Source: an optimization exercise on an open RTL-to-GDS flow (aim: small area, a short achievable clock period and few clock cycles). Production flows keep margins and buffers that such runs may drop. At most, simulation tests tie the RTL to the original design; equivalence was not proved. The clock input has no modelled driver; a real chip could not lean on it and would need a root buffer or a full tree. Power is estimated from default activity; no workload was simulated.

==> run a <==
// systol_new1
module systol_new1(read_select, result, finish, start, read_data, clk, rst, we, ws);
input start, clk, rst;
input [7:0] read_data;
output [13:0] read_select;
output [7:0] result;
output finish;
output we;
output [13:0] ws;
localparam H  = 6;                
localparam D  = H + 2;            
localparam NS = 48 / H;           
localparam L  = 2 * D + 1;        
localparam [11:0] OFF_ROW0 = -12'd150;                        
localparam [11:0] OFF_ROW49 = 12'd50 * (D - 5) - 12'd1;       
localparam [11:0] OFF_SAME = -12'd201;                        
localparam [11:0] OFF_NEXT = 12'd50 * (D - 4) - 12'd2;        
localparam [11:0] OFF_XS = -12'd52;                           
localparam [11:0] OFF_SAME49 = -12'd201 + 12'd50 - 12'd50 * H;  
localparam [11:0] K_ROW = 12'd50;                             
localparam [11:0] K_COL = -12'd50 * (D - 1) + 12'd1;          
localparam [11:0] K_STRIP = -12'd99;                          
reg busy;
reg [2:0] k;                      
reg [5:0] c;                      
reg [2:0] s;                      
reg [11:0] ra;                    
reg [7:0] sr [0:L-1];
reg [9:0] h0, h1;
reg [11:0] u;
reg [7:0] result_r;
reg [11:0] ws_r;
reg we_r, finish_r;
wire last_k = (k == D - 1);
reg strip_end;                    
reg fin_q;                        
wire fin = fin_q;
wire [11:0] kra = !last_k ? K_ROW : strip_end ? K_STRIP : K_COL;
	wire ar_p0 = ra[0] ^ kra[0];
	wire ar_g0 = ra[0] & kra[0];
	wire ar_p1 = ra[1] ^ kra[1];
	wire ar_g1 = ra[1] & kra[1];
  ...
Settings: LEC_CHECK=0, CAP_MARGIN=20, CORE_MARGIN=2, CORE_UTILIZATION=55, SETUP_SLACK_MARGIN=4.4, SLEW_MARGIN=20; clock period 7.0 ns.
standard.sh (not shown) runs the stock make flow with config.mk's settings and CLKGATE_MAP_FILE= SYNTH_SCRIPT=/design/flow/synth_recipe.tcl, a recipe that flattens the netlist after the stock synthesis.
==> flow/flow/run.sh <==
#!/bin/bash
# Layout flow: the standard flow (standard synthesis unchanged), with
#  - port buffers made from buf_1 cells instead of the default delay buffers,
#  - clock tree from clkbuf_16 in clusters of up to 28 sinks, without
#    dummy loads.
# Each tool's full output stays in the ORFS logs folder; the make output is
# kept in flow_make.log here.
set -euo pipefail
bash standard.sh \
  "BUFFER_PORTS_ARGS=-buffer_cell sky130_fd_sc_hd__buf_1" \
  "CTS_ARGS=-sink_clustering_enable -repair_clock_nets -buf_list sky130_fd_sc_hd__clkbuf_16 -sink_clustering_size 28 -sink_clustering_max_diameter 300 -dont_use_dummy_load" \
  finish > flow_make.log 2>&1
==> inputs of run b, as changes to run a <==
--- a/flow/design.v
+++ b/flow/design.v
@@ -29,11 +29,11 @@
 reg [9:0] h0, h1;
 reg [11:0] u;
 reg [7:0] result_r;
 reg [11:0] ws_r;
 reg we_r, finish_r;
-wire last_k = (k == D - 1);
+reg last_k;                       
 reg strip_end;                    
 reg fin_q;                        
 wire fin = fin_q;
 wire [11:0] kra = !last_k ? K_ROW : strip_end ? K_STRIP : K_COL;
 	wire ar_p0 = ra[0] ^ kra[0];
@@ -186,16 +186,18 @@
 begin
 	if (rst)
 	begin
 		wen_q <= 0;
 		fin_q <= 0;
+		last_k <= 0;
 		strip_end <= 0;
 	end
 	else
 	begin
 		wen_q <= busy && !fin && (wr_a || wr_b || wr_i);
 		fin_q <= busy && !fin && (k_adv == 3'd2) && (c_adv == 6'd51);
+		last_k <= run && (k_adv == D - 1);
 		strip_end <= run && (k_adv == D - 1) && (c_adv == 6'd49) && (s_adv != NS - 1);
 	end
 	rsel_q <= slot_a ? 2'd1 : slot_b ? 2'd2 : (cx0 | cx1 | cx50) ? 2'd3 : 2'd0;
 	osel_q <= slot_a ? 3'd0 : slot_b ? 3'd1 :
 	          same_col ? (cx0 ? 3'd2 : 3'd3) :
==> flow/flow/run.sh (replaced) <==
#!/bin/bash
# Layout flow: the standard flow (standard synthesis unchanged), with
#  - port buffers made from buf_1 cells instead of the default delay buffers,
#  - the clock tree rebuilt after CTS (flow/manual_cts.tcl, run as ORFS's
#    POST_CTS_TCL hook) as two balanced levels: the clock port drives four
#    clkbuf_16, each driving three clkbuf_8 leaf buffers, each driving a
#    compact group of flip-flops.
# Each tool's full output stays in the ORFS logs folder; the make output is
# kept in flow_make.log here.
set -euo pipefail
bash standard.sh \
  "BUFFER_PORTS_ARGS=-buffer_cell sky130_fd_sc_hd__buf_1" \
  "CTS_ARGS=-sink_clustering_enable -repair_clock_nets -buf_list sky130_fd_sc_hd__clkbuf_16 -sink_clustering_size 28 -sink_clustering_max_diameter 300 -dont_use_dummy_load" \
  "POST_CTS_TCL=$(pwd)/flow/manual_cts.tcl" \
  finish > flow_make.log 2>&1
==> flow/flow/manual_cts.tcl (new file) <==
# Two-level clock tree: the clock port drives NTOP clkbuf_16 buffers; each
# drives the leaf clkbuf buffers of its region; each leaf buffer drives a
# compact group of flip-flops.  Groups come from balanced k-means on the
# flip-flop positions; buffers sit at their group's centroid.
proc kmeans_groups { pts nb } {
  # pts: list of {id x y}; returns list of groups (lists of indices) and centres
  set n [llength $pts]
  set xs {}; set ys {}
  foreach s $pts { lappend xs [lindex $s 1]; lappend ys [lindex $s 2] }
  set xs [lsort -integer $xs]; set ys [lsort -integer $ys]
  set g [expr {int(ceil(sqrt($nb)))}]
  set gy [expr {int(ceil(double($nb) / $g))}]
  set cx {}; set cy {}
  for {set i 0} {$i < $nb} {incr i} {
    set ix [expr {$i % $g}]; set iy [expr {$i / $g}]
    lappend cx [lindex $xs [expr {int(($ix + 0.5) * $n / $g)}]]
    lappend cy [lindex $ys [expr {min($n - 1, int(($iy + 0.5) * $n / $gy))}]]
  }
  set cap [expr {int(ceil(double($n) / $nb))}]
  for {set round 0} {$round < 12} {incr round} {
    set pairs {}
    for {set i 0} {$i < $n} {incr i} {
      set s [lindex $pts $i]
      for {set c 0} {$c < $nb} {incr c} {
        set d [expr {abs([lindex $s 1] - [lindex $cx $c]) + abs([lindex $s 2] - [lindex $cy $c])}]
        lappend pairs [list $d $i $c]
      }
    }
    set pairs [lsort -integer -index 0 $pairs]
    array unset asg; array unset cnt
    for {set c 0} {$c < $nb} {incr c} { set cnt($c) 0; set sx($c) 0; set sy($c) 0 }
    foreach p $pairs {
      lassign $p d i c
      if {[info exists asg($i)] || $cnt($c) >= $cap} continue
      set asg($i) $c; incr cnt($c)
    }
    for {set i 0} {$i < $n} {incr i} {
      set c $asg($i); set s [lindex $pts $i]
      set sx($c) [expr {$sx($c) + [lindex $s 1]}]; set sy($c) [expr {$sy($c) + [lindex $s 2]}]
    }
    set ncx {}; set ncy {}
    for {set c 0} {$c < $nb} {incr c} {
      lappend ncx [expr {$cnt($c) ? $sx($c) / $cnt($c) : [lindex $cx $c]}]
      lappend ncy [expr {$cnt($c) ? $sy($c) / $cnt($c) : [lindex $cy $c]}]
    }
    set cx $ncx; set cy $ncy
  }
  set groups {}
  for {set c 0} {$c < $nb} {incr c} { set grp($c) {} }
  for {set i 0} {$i < $n} {incr i} { lappend grp($asg($i)) $i }
  for {set c 0} {$c < $nb} {incr c} { lappend groups [list $grp($c) [lindex $cx $c] [lindex $cy $c]] }
  return $groups
}

proc add_buf { block master name in_net x y } {
  set inst [odb::dbInst_create $block $master $name]
  set net [odb::dbNet_create $block "${name}_net"]
  $net setSigType CLOCK
  [$inst findITerm A] connect $in_net
  [$inst findITerm X] connect $net
  $inst setLocation [expr {int($x)}] [expr {int($y)}]
  $inst setPlacementStatus PLACED
  return $net
}

proc manual_clock_tree2 { ntop nleaf leafcell } {
  set block [ord::get_db_block]
  set clk_net [$block findNet clk]
  set topm [[ord::get_db] findMaster sky130_fd_sc_hd__clkbuf_16]
  set leafm [[ord::get_db] findMaster $leafcell]
  set pts {}
  set its {}
  set i 0
  foreach it [$clk_net getITerms] {
    lassign [[$it getInst] getLocation] x y
    lappend pts [list $i $x $y]; lappend its $it; incr i
  }
  # leaf groups
  set leaves [kmeans_groups $pts $nleaf]
  set lpts {}
  set li 0
  foreach l $leaves { lappend lpts [list $li [lindex $l 1] [lindex $l 2]]; incr li }
  set tops [kmeans_groups $lpts $ntop]
  set ti 0
  foreach t $tops {
    lassign $t members tx ty
    set tnet [add_buf $block $topm "clkbuf_top_$ti" $clk_net $tx $ty]
    foreach m $members {
      lassign [lindex $leaves $m] sinks lx ly
      set lnet [add_buf $block $leafm "clkbuf_leaf_$m" $tnet $lx $ly]
      foreach s $sinks {
        set it [lindex $its $s]
        $it disconnect
        $it connect $lnet
      }
      puts "manual clock tree: top $ti leaf $m drives [llength $sinks] sinks"
    }
    incr ti
  }
}

# ---- replace the tree clock_tree_synthesis built ----
proc rebuild_clock_tree { ntop nleaf leafcell } {
  set block [ord::get_db_block]
  set clk_net [$block findNet clk]
  # walk the clock network from the port, collecting buffers and sinks
  set bufs {}
  set sinks {}
  set todo [list $clk_net]
  while {[llength $todo]} {
    set net [lindex $todo 0]; set todo [lrange $todo 1 end]
    foreach it [$net getITerms] {
      if {![$it isInputSignal]} continue
      set inst [$it getInst]
      set m [[$inst getMaster] getName]
      if {[string match "sky130_fd_sc_hd__clkbuf_*" $m]} {
        lappend bufs $inst
        lappend todo [[$inst findITerm X] getNet]
      } else {
        lappend sinks $it
      }
    }
  }
  puts "rebuild_clock_tree: removing [llength $bufs] clock buffers, [llength $sinks] sinks"
  foreach it $sinks { $it disconnect; $it connect $clk_net }
  foreach inst $bufs {
    set onet [[$inst findITerm X] getNet]
    odb::dbInst_destroy $inst
    if {$onet ne "NULL" && $onet ne ""} { odb::dbNet_destroy $onet }
  }
  manual_clock_tree2 $ntop $nleaf $leafcell
}
rebuild_clock_tree 4 12 sky130_fd_sc_hd__clkbuf_8
detailed_placement
check_placement -verbose
estimate_parasitics -placement
report_clock_skew
--- a/flow/config.mk
+++ b/flow/config.mk
@@ -5,8 +5,8 @@
 export SDC_FILE = /design/flow/constraint.sdc
 export NUM_CORES = 4
 export LEC_CHECK = 0
 export CAP_MARGIN = 20
 export CORE_MARGIN = 2
-export CORE_UTILIZATION = 55
-export SETUP_SLACK_MARGIN = 4.4
+export CORE_UTILIZATION = 40
+export SETUP_SLACK_MARGIN = 4.6
 export SLEW_MARGIN = 20
==> out/results.tsv <==
stage	metric	value	unit
outcome	status	no timing/DRC/antenna violations	
pwr	vdd_drop_max	150.9	uV
final_layout	final_cell_area	0.008404	mm^2
clock_tree	path_clk_slew	100	ps
pwr	switching_power	762.7	uW
setup_path	cpMostUsedCell	a21o_1	
floorplanning	core_area	0.01330	mm^2
(the above is from run a)
==> out/results.tsv <==
stage	metric	value	unit
floorplanning	nWellTaps	234	
floorplanning	core_area	0.01858	mm^2
clock_tree	path_clk_slew	110	ps
pwr	vdd_drop_max	124.3	uV
setup_path	cpMostUsedCell	ha_4	
final_layout	final_cell_area	0.008641	mm^2
pwr	switching_power	815.4	uW
routing	dr.first_iter.drc_count	160	
outcome	status	no timing/DRC/antenna violations	
(the above is from run b)
Testbench counts of run b, summed over its fixed seeds: cycles 77,088.
For run a, only the layout was checked, not whether the RTL still works. In run b the design's own scripts or RTL, not TritonCTS, make the clock network.

---

==> inputs of v7 <==
RTL: one of the versions met above, not the one the previous note started from.
==> flow/config.mk <==
export PLATFORM = sky130hd
export DESIGN_NAME = systol_new1
export DESIGN_NICKNAME = systol_new1
export VERILOG_FILES = /design/flow/design.v
export SDC_FILE = /design/flow/constraint.sdc
export NUM_CORES = 4
export LEC_CHECK = 0
export CAP_MARGIN = 20
export CORE_MARGIN = 2
export CORE_UTILIZATION = 40
export SETUP_SLACK_MARGIN = 4.2
export SLEW_MARGIN = 20
==> flow/constraint.sdc <==
create_clock -name core_clock -period 7.0 [get_ports {clk}]
set_input_delay 1.4000 -clock core_clock [delete_from_list [all_inputs] [get_ports {clk}]]
set_output_delay 1.4000 -clock core_clock [all_outputs]
set_load 0.01 [all_outputs]
==> flow/flow/run.sh <==
#!/bin/bash
# Layout flow: the standard flow (standard synthesis unchanged), with
#  - port buffers made from buf_1 cells instead of the default delay buffers,
#  - clock tree from clkbuf_16 in clusters of up to 28 sinks, without
#    dummy loads.
# Each tool's full output stays in the ORFS logs folder; the make output is
# kept in flow_make.log here.
set -euo pipefail
bash standard.sh \
  "BUFFER_PORTS_ARGS=-buffer_cell sky130_fd_sc_hd__buf_1" \
  "CTS_ARGS=-sink_clustering_enable -repair_clock_nets -buf_list sky130_fd_sc_hd__clkbuf_16 -sink_clustering_size 28 -sink_clustering_max_diameter 300 -dont_use_dummy_load" \
  finish > flow_make.log 2>&1
==> v31 (differences from v7) <==
SETUP_SLACK_MARGIN = 4.0   (was 4.2)
==> flow_metrics.env <==
export IMPL_status="no timing/DRC/antenna violations"
export IMPL_routed_wirelength_mm=12.4
export IMPL_final_cell_mix="221 x dfxtp_1, 52 x ha_1, 44 x buf_1"
export IMPL_max_slew_margin=0.564
export IMPL_design_area_mm2=0.00819
export IMPL_crit_required_ps=7330
export IMPL_worst_hold_startpoint="sr[5][0]$_DFF_P_"
export IMPL_drtIter0Drc=157
export IMPL_grt_setup_unrepaired="yes"
export IMPL_multi_input_area_mm2=0.00285
export IMPL_via_per_inst=4.82
(the above is from v7)
==> flow_metrics.env <==
export IMPL_status="no timing/DRC/antenna violations"
export IMPL_grt_setup_unrepaired="no"
export IMPL_worst_hold_startpoint="sr[7][7]$_DFF_P_"
export IMPL_final_cell_mix="223 x dfxtp_1, 52 x ha_1, 44 x buf_1"
export IMPL_design_area_mm2=0.00818
export IMPL_max_slew_margin=0.561
export IMPL_drtIter0Drc=170
export IMPL_crit_arrival_ps=3020
export IMPL_crit_required_ps=7340
export IMPL_routed_wirelength_mm=12.3
export IMPL_ioPinCount=49
export IMPL_fin_ws_ps=4310
(the above is from v31)
Testbench counts of v7, summed over its fixed seeds: cycles 77,088.
Testbench counts of v31, summed over its fixed seeds: cycles 77,088.

---

==> trial 10: inputs <==
systol_new1 again, from the RTL that the note above started with.
clock: 7.0 ns
lec_check: 0
cap_margin: 20
core_margin: 2
core_utilization: 40
place_density: 0.8
setup_slack_margin: 4.4
slew_margin: 20
==> flow/flow/run.sh <==
#!/bin/bash
# Layout flow: the standard flow (standard synthesis unchanged), with
#  - port buffers made from buf_1 cells instead of the default delay buffers,
#  - clock tree from clkbuf_8 in clusters of up to 20 sinks, without
#    dummy loads.
# Each tool's full output stays in the ORFS logs folder; the make output is
# kept in flow_make.log here.
set -euo pipefail
bash standard.sh \
  "BUFFER_PORTS_ARGS=-buffer_cell sky130_fd_sc_hd__buf_1" \
  "CTS_ARGS=-sink_clustering_enable -repair_clock_nets -buf_list sky130_fd_sc_hd__clkbuf_8 -sink_clustering_size 20 -sink_clustering_max_diameter 300 -dont_use_dummy_load" \
  finish > flow_make.log 2>&1
==> build 97: changes against trial 10 <==
--- a/flow/design.v
+++ b/flow/design.v
@@ -136,21 +136,49 @@
 	assign ra_sum[6] = ar_p6 ^ ar_G22;
 	assign ra_sum[7] = ar_p7 ^ ar_G23;
 	assign ra_sum[8] = ar_p8 ^ ar_G24;
 	assign ra_sum[9] = ar_p9 ^ ar_G29;
 	assign ra_sum[10] = ar_p10 ^ ar_G30;
 	assign ra_sum[11] = ar_p11 ^ ar_G31;
-wire run = (busy || start) && !fin;
-wire [2:0] k_adv = last_k ? 3'd0 : k + 1'b1;
-wire [5:0] c_adv = !last_k ? c : strip_end ? 6'd0 : c + 1'b1;
-wire [2:0] s_adv = strip_end ? s + 1'b1 : s;
-wire busy_nx = run;
-wire [2:0] k_nx = run ? k_adv : 3'd0;
-wire [5:0] c_nx = run ? c_adv : 6'd0;
-wire [2:0] s_nx = run ? s_adv : 3'd0;
-wire [11:0] ra_nx = run ? ra_sum : 12'd0;
+reg busy_nx;
+reg [2:0] k_nx;
+reg [5:0] c_nx;
+reg [2:0] s_nx;
+reg [11:0] ra_nx;
+always @*
+begin
+	busy_nx = 0;
+	k_nx = 0;
+	c_nx = 0;
+	s_nx = 0;
+	ra_nx = 0;
+	if (busy && !fin)
+	begin
+		busy_nx = 1;
+		s_nx = s;
+		ra_nx = ra_sum;
+		if (last_k)
+		begin
+			if (strip_end)
+				s_nx = s + 1'b1;
+			else
+				c_nx = c + 1'b1;
+		end
+		else
+		begin
+			k_nx = k + 1'b1;
+			c_nx = c;
+		end
+	end
+	else if (!busy && start)
+	begin
+		busy_nx = 1;
+		k_nx = 1;
+		ra_nx = K_ROW;
+	end
+end
 always @(posedge clk)
 begin
 	if (rst)
 	begin
 		busy <= 0;
 		k <= 0;
@@ -164,23 +192,23 @@
 		k <= k_nx;
 		c <= c_nx;
 		s <= s_nx;
 		ra <= ra_nx;
 	end
 end
-wire same_col = (k_adv >= 3'd5);
-wire nc0 = (c_adv == 6'd0);
-wire nc1 = (c_adv == 6'd1);
-wire ns0 = (s_adv == 3'd0);
+wire same_col = (k_nx >= 3'd5);
+wire nc0 = (c_nx == 6'd0);
+wire nc1 = (c_nx == 6'd1);
+wire ns0 = (s_nx == 3'd0);
 wire cx0  = same_col ? nc0 : nc1;
-wire cx1  = same_col ? nc1 : (c_adv == 6'd2);
-wire cx50 = same_col ? (c_adv == 6'd50) : (c_adv == 6'd51);
-wire slot_a = (k_adv == 3'd3);
-wire slot_b = (k_adv == 3'd4);
-wire wr_a = slot_a && ns0 && (c_adv <= 6'd49);
-wire wr_b = slot_b && (s_adv == NS - 1) && !nc0 && (c_adv <= 6'd50);
+wire cx1  = same_col ? nc1 : (c_nx == 6'd2);
+wire cx50 = same_col ? (c_nx == 6'd50) : (c_nx == 6'd51);
+wire slot_a = (k_nx == 3'd3);
+wire slot_b = (k_nx == 3'd4);
+wire wr_a = slot_a && ns0 && (c_nx <= 6'd49);
+wire wr_b = slot_b && (s_nx == NS - 1) && !nc0 && (c_nx <= 6'd50);
 wire wr_i = !slot_a && !slot_b && (same_col ? !(nc0 && ns0) : !(ns0 && (nc0 || nc1)));
 reg wen_q;
 reg [1:0] rsel_q;                 
 reg [2:0] osel_q;
 always @(posedge clk)
 begin
@@ -190,16 +218,16 @@
 		fin_q <= 0;
 		last_k <= 0;
 		strip_end <= 0;
 	end
 	else
 	begin
-		wen_q <= busy && !fin && (wr_a || wr_b || wr_i);
-		fin_q <= busy && !fin && (k_adv == 3'd2) && (c_adv == 6'd51);
-		last_k <= run && (k_adv == D - 1);
-		strip_end <= run && (k_adv == D - 1) && (c_adv == 6'd49) && (s_adv != NS - 1);
+		wen_q <= busy_nx && (wr_a || wr_b || wr_i);
+		fin_q <= busy_nx && (k_nx == 3'd2) && (c_nx == 6'd51);
+		last_k <= (k_nx == D - 1);
+		strip_end <= (k_nx == D - 1) && (c_nx == 6'd49) && (s_nx != NS - 1);
 	end
 	rsel_q <= slot_a ? 2'd1 : slot_b ? 2'd2 : (cx0 | cx1 | cx50) ? 2'd3 : 2'd0;
 	osel_q <= slot_a ? 3'd0 : slot_b ? 3'd1 :
 	          same_col ? (cx0 ? 3'd2 : 3'd3) :
 	          nc0 ? 3'd4 : cx0 ? 3'd4 : 3'd5;
 end
@@ -523,13 +551,12 @@
 	assign vsum[6] = av_p6 ^ av_G11;
 	assign vsum[7] = av_p7 ^ av_G15;
 	assign vsum[8] = av_p8 ^ av_G9;
 	assign vsum[9] = av_p9 ^ av_G16;
 	assign vsum[10] = av_p10 ^ av_G12;
 	assign vsum[11] = av_p11 ^ av_G17;
-wire [7:0] pix = (rsel_q == 2'd1) ? sr[1] : (rsel_q == 2'd2) ? sr[3] : sr[D+2];
 integer i;
 always @(posedge clk)
 begin
 	sr[0] <= read_data;
 	for (i = 1; i < L; i = i + 1)
 		sr[i] <= sr[i-1];
@@ -547,13 +574,18 @@
 	else
 	begin
 		we_r <= wen_q;
 		finish_r <= fin_q;
 	end
 	ws_r <= ws_sum;
-	result_r <= (rsel_q == 2'd0) ? vsum[11:4] : pix;
+	case (rsel_q)
+	2'd0: result_r <= vsum[11:4];
+	2'd1: result_r <= sr[1];
+	2'd2: result_r <= sr[3];
+	default: result_r <= sr[D+2];
+	endcase
 end
 assign read_select = {2'b00, ra};
 assign result = result_r;
 assign ws = {2'b00, ws_r};
 assign we = we_r;
 assign finish = finish_r;
==> flow/run.sh (new file) <==
#!/bin/bash
# synth_recipe.tcl (not shown) runs the flow's synth.tcl, then flattens the netlist and writes it again
# the make line also repeats each setting of config.mk as NAME=value (left out here)
make -C /OpenROAD-flow-scripts/flow DESIGN_CONFIG=/design/flow/config.mk WORK_HOME=/design/flow/orfs CLKGATE_MAP_FILE= SYNTH_SCRIPT=/design/flow/synth_recipe.tcl finish
CTS_BUF_LIST = sky130_fd_sc_hd__clkbuf_16   (was unset)
CTS_CLUSTER_DIAMETER = 300   (was unset)
CTS_CLUSTER_SIZE = 28   (was unset)
PLACE_DENSITY = unset   (was 0.8)
removed: flow/flow/run.sh
removed: flow/standard.sh
==> build 29: changes against trial 10 <==
==> flow/flow/run.sh (replaced) <==
#!/bin/bash
# Layout flow: the standard flow (standard synthesis unchanged), with
#  - port buffers made from buf_1 cells instead of the default delay buffers,
#  - the clock tree rebuilt after CTS (flow/manual_cts.tcl, run as ORFS's
#    POST_CTS_TCL hook) as two balanced levels: the clock port drives four
#    clkbuf_16, each driving three clkbuf_8 leaf buffers, each driving a
#    compact group of flip-flops.
# Each tool's full output stays in the ORFS logs folder; the make output is
# kept in flow_make.log here.
set -euo pipefail
bash standard.sh \
  "BUFFER_PORTS_ARGS=-buffer_cell sky130_fd_sc_hd__buf_1" \
  "CTS_ARGS=-sink_clustering_enable -repair_clock_nets -buf_list sky130_fd_sc_hd__clkbuf_16 -sink_clustering_size 28 -sink_clustering_max_diameter 300 -dont_use_dummy_load" \
  "POST_CTS_TCL=$(pwd)/flow/manual_cts.tcl" \
  finish > flow_make.log 2>&1
==> flow/flow/manual_cts.tcl (new file) <==
# Two-level clock tree: the clock port drives NTOP clkbuf_16 buffers; each
# drives the leaf clkbuf buffers of its region; each leaf buffer drives a
# compact group of flip-flops.  Groups come from balanced k-means on the
# flip-flop positions; buffers sit at their group's centroid.
proc kmeans_groups { pts nb } {
  # pts: list of {id x y}; returns list of groups (lists of indices) and centres
  set n [llength $pts]
  set xs {}; set ys {}
  foreach s $pts { lappend xs [lindex $s 1]; lappend ys [lindex $s 2] }
  set xs [lsort -integer $xs]; set ys [lsort -integer $ys]
  set g [expr {int(ceil(sqrt($nb)))}]
  set gy [expr {int(ceil(double($nb) / $g))}]
  set cx {}; set cy {}
  for {set i 0} {$i < $nb} {incr i} {
    set ix [expr {$i % $g}]; set iy [expr {$i / $g}]
    lappend cx [lindex $xs [expr {int(($ix + 0.5) * $n / $g)}]]
    lappend cy [lindex $ys [expr {min($n - 1, int(($iy + 0.5) * $n / $gy))}]]
  }
  set cap [expr {int(ceil(double($n) / $nb))}]
  for {set round 0} {$round < 12} {incr round} {
    set pairs {}
    for {set i 0} {$i < $n} {incr i} {
      set s [lindex $pts $i]
      for {set c 0} {$c < $nb} {incr c} {
        set d [expr {abs([lindex $s 1] - [lindex $cx $c]) + abs([lindex $s 2] - [lindex $cy $c])}]
        lappend pairs [list $d $i $c]
      }
    }
    set pairs [lsort -integer -index 0 $pairs]
    array unset asg; array unset cnt
    for {set c 0} {$c < $nb} {incr c} { set cnt($c) 0; set sx($c) 0; set sy($c) 0 }
    foreach p $pairs {
      lassign $p d i c
      if {[info exists asg($i)] || $cnt($c) >= $cap} continue
      set asg($i) $c; incr cnt($c)
    }
    for {set i 0} {$i < $n} {incr i} {
      set c $asg($i); set s [lindex $pts $i]
      set sx($c) [expr {$sx($c) + [lindex $s 1]}]; set sy($c) [expr {$sy($c) + [lindex $s 2]}]
    }
    set ncx {}; set ncy {}
    for {set c 0} {$c < $nb} {incr c} {
      lappend ncx [expr {$cnt($c) ? $sx($c) / $cnt($c) : [lindex $cx $c]}]
      lappend ncy [expr {$cnt($c) ? $sy($c) / $cnt($c) : [lindex $cy $c]}]
    }
    set cx $ncx; set cy $ncy
  }
  set groups {}
  for {set c 0} {$c < $nb} {incr c} { set grp($c) {} }
  for {set i 0} {$i < $n} {incr i} { lappend grp($asg($i)) $i }
  for {set c 0} {$c < $nb} {incr c} { lappend groups [list $grp($c) [lindex $cx $c] [lindex $cy $c]] }
  return $groups
}

proc add_buf { block master name in_net x y } {
  set inst [odb::dbInst_create $block $master $name]
  set net [odb::dbNet_create $block "${name}_net"]
  $net setSigType CLOCK
  [$inst findITerm A] connect $in_net
  [$inst findITerm X] connect $net
  $inst setLocation [expr {int($x)}] [expr {int($y)}]
  $inst setPlacementStatus PLACED
  return $net
}

proc manual_clock_tree2 { ntop nleaf leafcell } {
  set block [ord::get_db_block]
  set clk_net [$block findNet clk]
  set topm [[ord::get_db] findMaster sky130_fd_sc_hd__clkbuf_16]
  set leafm [[ord::get_db] findMaster $leafcell]
  set pts {}
  set its {}
  set i 0
  foreach it [$clk_net getITerms] {
    lassign [[$it getInst] getLocation] x y
    lappend pts [list $i $x $y]; lappend its $it; incr i
  }
  # leaf groups
  set leaves [kmeans_groups $pts $nleaf]
  set lpts {}
  set li 0
  foreach l $leaves { lappend lpts [list $li [lindex $l 1] [lindex $l 2]]; incr li }
  set tops [kmeans_groups $lpts $ntop]
  set ti 0
  foreach t $tops {
    lassign $t members tx ty
    set tnet [add_buf $block $topm "clkbuf_top_$ti" $clk_net $tx $ty]
    foreach m $members {
      lassign [lindex $leaves $m] sinks lx ly
      set lnet [add_buf $block $leafm "clkbuf_leaf_$m" $tnet $lx $ly]
      foreach s $sinks {
        set it [lindex $its $s]
        $it disconnect
        $it connect $lnet
      }
      puts "manual clock tree: top $ti leaf $m drives [llength $sinks] sinks"
    }
    incr ti
  }
}

# ---- replace the tree clock_tree_synthesis built ----
proc rebuild_clock_tree { ntop nleaf leafcell } {
  set block [ord::get_db_block]
  set clk_net [$block findNet clk]
  # walk the clock network from the port, collecting buffers and sinks
  set bufs {}
  set sinks {}
  set todo [list $clk_net]
  while {[llength $todo]} {
    set net [lindex $todo 0]; set todo [lrange $todo 1 end]
    foreach it [$net getITerms] {
      if {![$it isInputSignal]} continue
      set inst [$it getInst]
      set m [[$inst getMaster] getName]
      if {[string match "sky130_fd_sc_hd__clkbuf_*" $m]} {
        lappend bufs $inst
        lappend todo [[$inst findITerm X] getNet]
      } else {
        lappend sinks $it
      }
    }
  }
  puts "rebuild_clock_tree: removing [llength $bufs] clock buffers, [llength $sinks] sinks"
  foreach it $sinks { $it disconnect; $it connect $clk_net }
  foreach inst $bufs {
    set onet [[$inst findITerm X] getNet]
    odb::dbInst_destroy $inst
    if {$onet ne "NULL" && $onet ne ""} { odb::dbNet_destroy $onet }
  }
  manual_clock_tree2 $ntop $nleaf $leafcell
}
rebuild_clock_tree 4 12 sky130_fd_sc_hd__clkbuf_8
detailed_placement
check_placement -verbose
estimate_parasitics -placement
report_clock_skew
PLACE_DENSITY = unset   (was 0.8)
SETUP_SLACK_MARGIN = 4.7   (was 4.4)
==> build 9: changes against trial 10 <==
PLACE_DENSITY = unset   (was 0.8)
==> comparison table <==
quantity                                                                          build 29              build 9       trial 10          build 97
Footprint of the multi-input gates                                             0.00314 mm²          0.00291 mm²    0.00292 mm²       0.00307 mm²
Share of synthesized cell area in full adder, half adder and majority cells          0.140                0.140          0.140             0.139
Actual transition at the worst max-transition pin                                 0.654 ns             0.652 ns       0.719 ns          0.699 ns
Share of the core filled with cells                                                  0.482                0.442          0.443             0.471
Vias in the first global route                                                        4501                 4297           4315              4467
Destination of the worst register-to-register timing path                    h0[8]$_DFF_P_  result_r[3]$_DFF_P_  h0[8]$_DFF_P_  ws_r[11]$_DFF_P_
Final #Nets                                                                            774                  743            744               754
Drt via density                                                                       4.85                 4.85           4.88              4.89
Comb pwr share                                                                       0.273                0.246          0.252             0.236
Combinational gate power                                                        0.000813 W           0.000687 W     0.000710 W        0.000670 W
Non-clock buffering overhead in the final layout                                         -               0.0229         0.0237            0.0591
Total power divided by cell area                                                332 mW/mm²           340 mW/mm²     342 mW/mm²        324 mW/mm²
Die Outline Area                                                                0.0199 mm²           0.0199 mm²     0.0199 mm²        0.0200 mm²
Result of the run                                         no timing/DRC/antenna violations  no timing/DRC/antenna violations  no timing/DRC/antenna violations  no timing/DRC/antenna violations
Non-clock inverter total of the final layout                                            30                   30             30                26
Area fraction in and, or, nand and nor cells after synthesis                        0.0891               0.0891         0.0891            0.0880
Post-layout worst setup margin                                                     4.55 ns              4.51 ns        4.51 ns           4.44 ns
Testbench counts of trial 10, summed over its fixed seeds: cycles 77,088.
Testbench counts of build 97, summed over its fixed seeds: cycles 77,088.
Testbench counts of build 29, summed over its fixed seeds: cycles 77,088.
Testbench counts of build 9, summed over its fixed seeds: cycles 77,088.
In build 29 the design's own scripts or RTL, not TritonCTS, make the clock network.

afterwards: timing with drivers on the ports:
Ports are ideal in the flow. The routed layouts listed here were re-timed in OpenROAD.
Step 1, drivers: a clkbuf_16 drives clk and a buf_2 each remaining input, both assumed.
Step 2, shift: input delay + t, output delay - t, t = (earliest + latest rising clock arrival at the registers) / 2. This alone moves slack from input paths to output paths.
a / b / c = ideal ports / drivers / drivers and shift; a / b = the first two.
| run | shift t [ns] | setup slack, ns | hold slack, ns | worst setup path at the end | clock arrival spread, ns |
|---|---|---|---|---|---|
| run a | 0.485 | 4.408 / 4.408 / 4.249 | 0.325 / 0.325 / 0.325 | input to register | 0.016 / 0.015 |
| run b | 0.381 | 4.471 / 4.471 / 4.422 | 0.323 / 0.323 / 0.323 | input to register | 0.039 / 0.039 |
| v7 | 0.491 | 4.342 / 4.342 / 4.203 | 0.328 / 0.328 / 0.328 | input to register | 0.018 / 0.018 |
| v31 | 0.490 | 4.313 / 4.313 / 4.206 | 0.327 / 0.327 / 0.327 | input to register | 0.017 / 0.017 |
| trial 10 | 0.488 | 4.509 / 4.472 / 4.191 | 0.329 / 0.329 / 0.329 | input to register | 0.091 / 0.091 |
| build 97 | 0.495 | 4.436 / 4.412 / 3.979 | 0.331 / 0.331 / 0.331 | input to register | 0.021 / 0.021 |
| build 29 | 0.384 | 4.553 / 4.553 / 4.395 | 0.322 / 0.322 / 0.322 | input to register | 0.029 / 0.029 |
| build 9 | 0.489 | 4.513 / 4.477 / 4.220 | 0.312 / 0.312 / 0.312 | input to register | 0.075 / 0.075 |
After both steps every run listed still meets setup and hold. The setup slack of build 97, which loses most, moves by -0.024 ns with the drivers and by -0.457 ns with both steps.
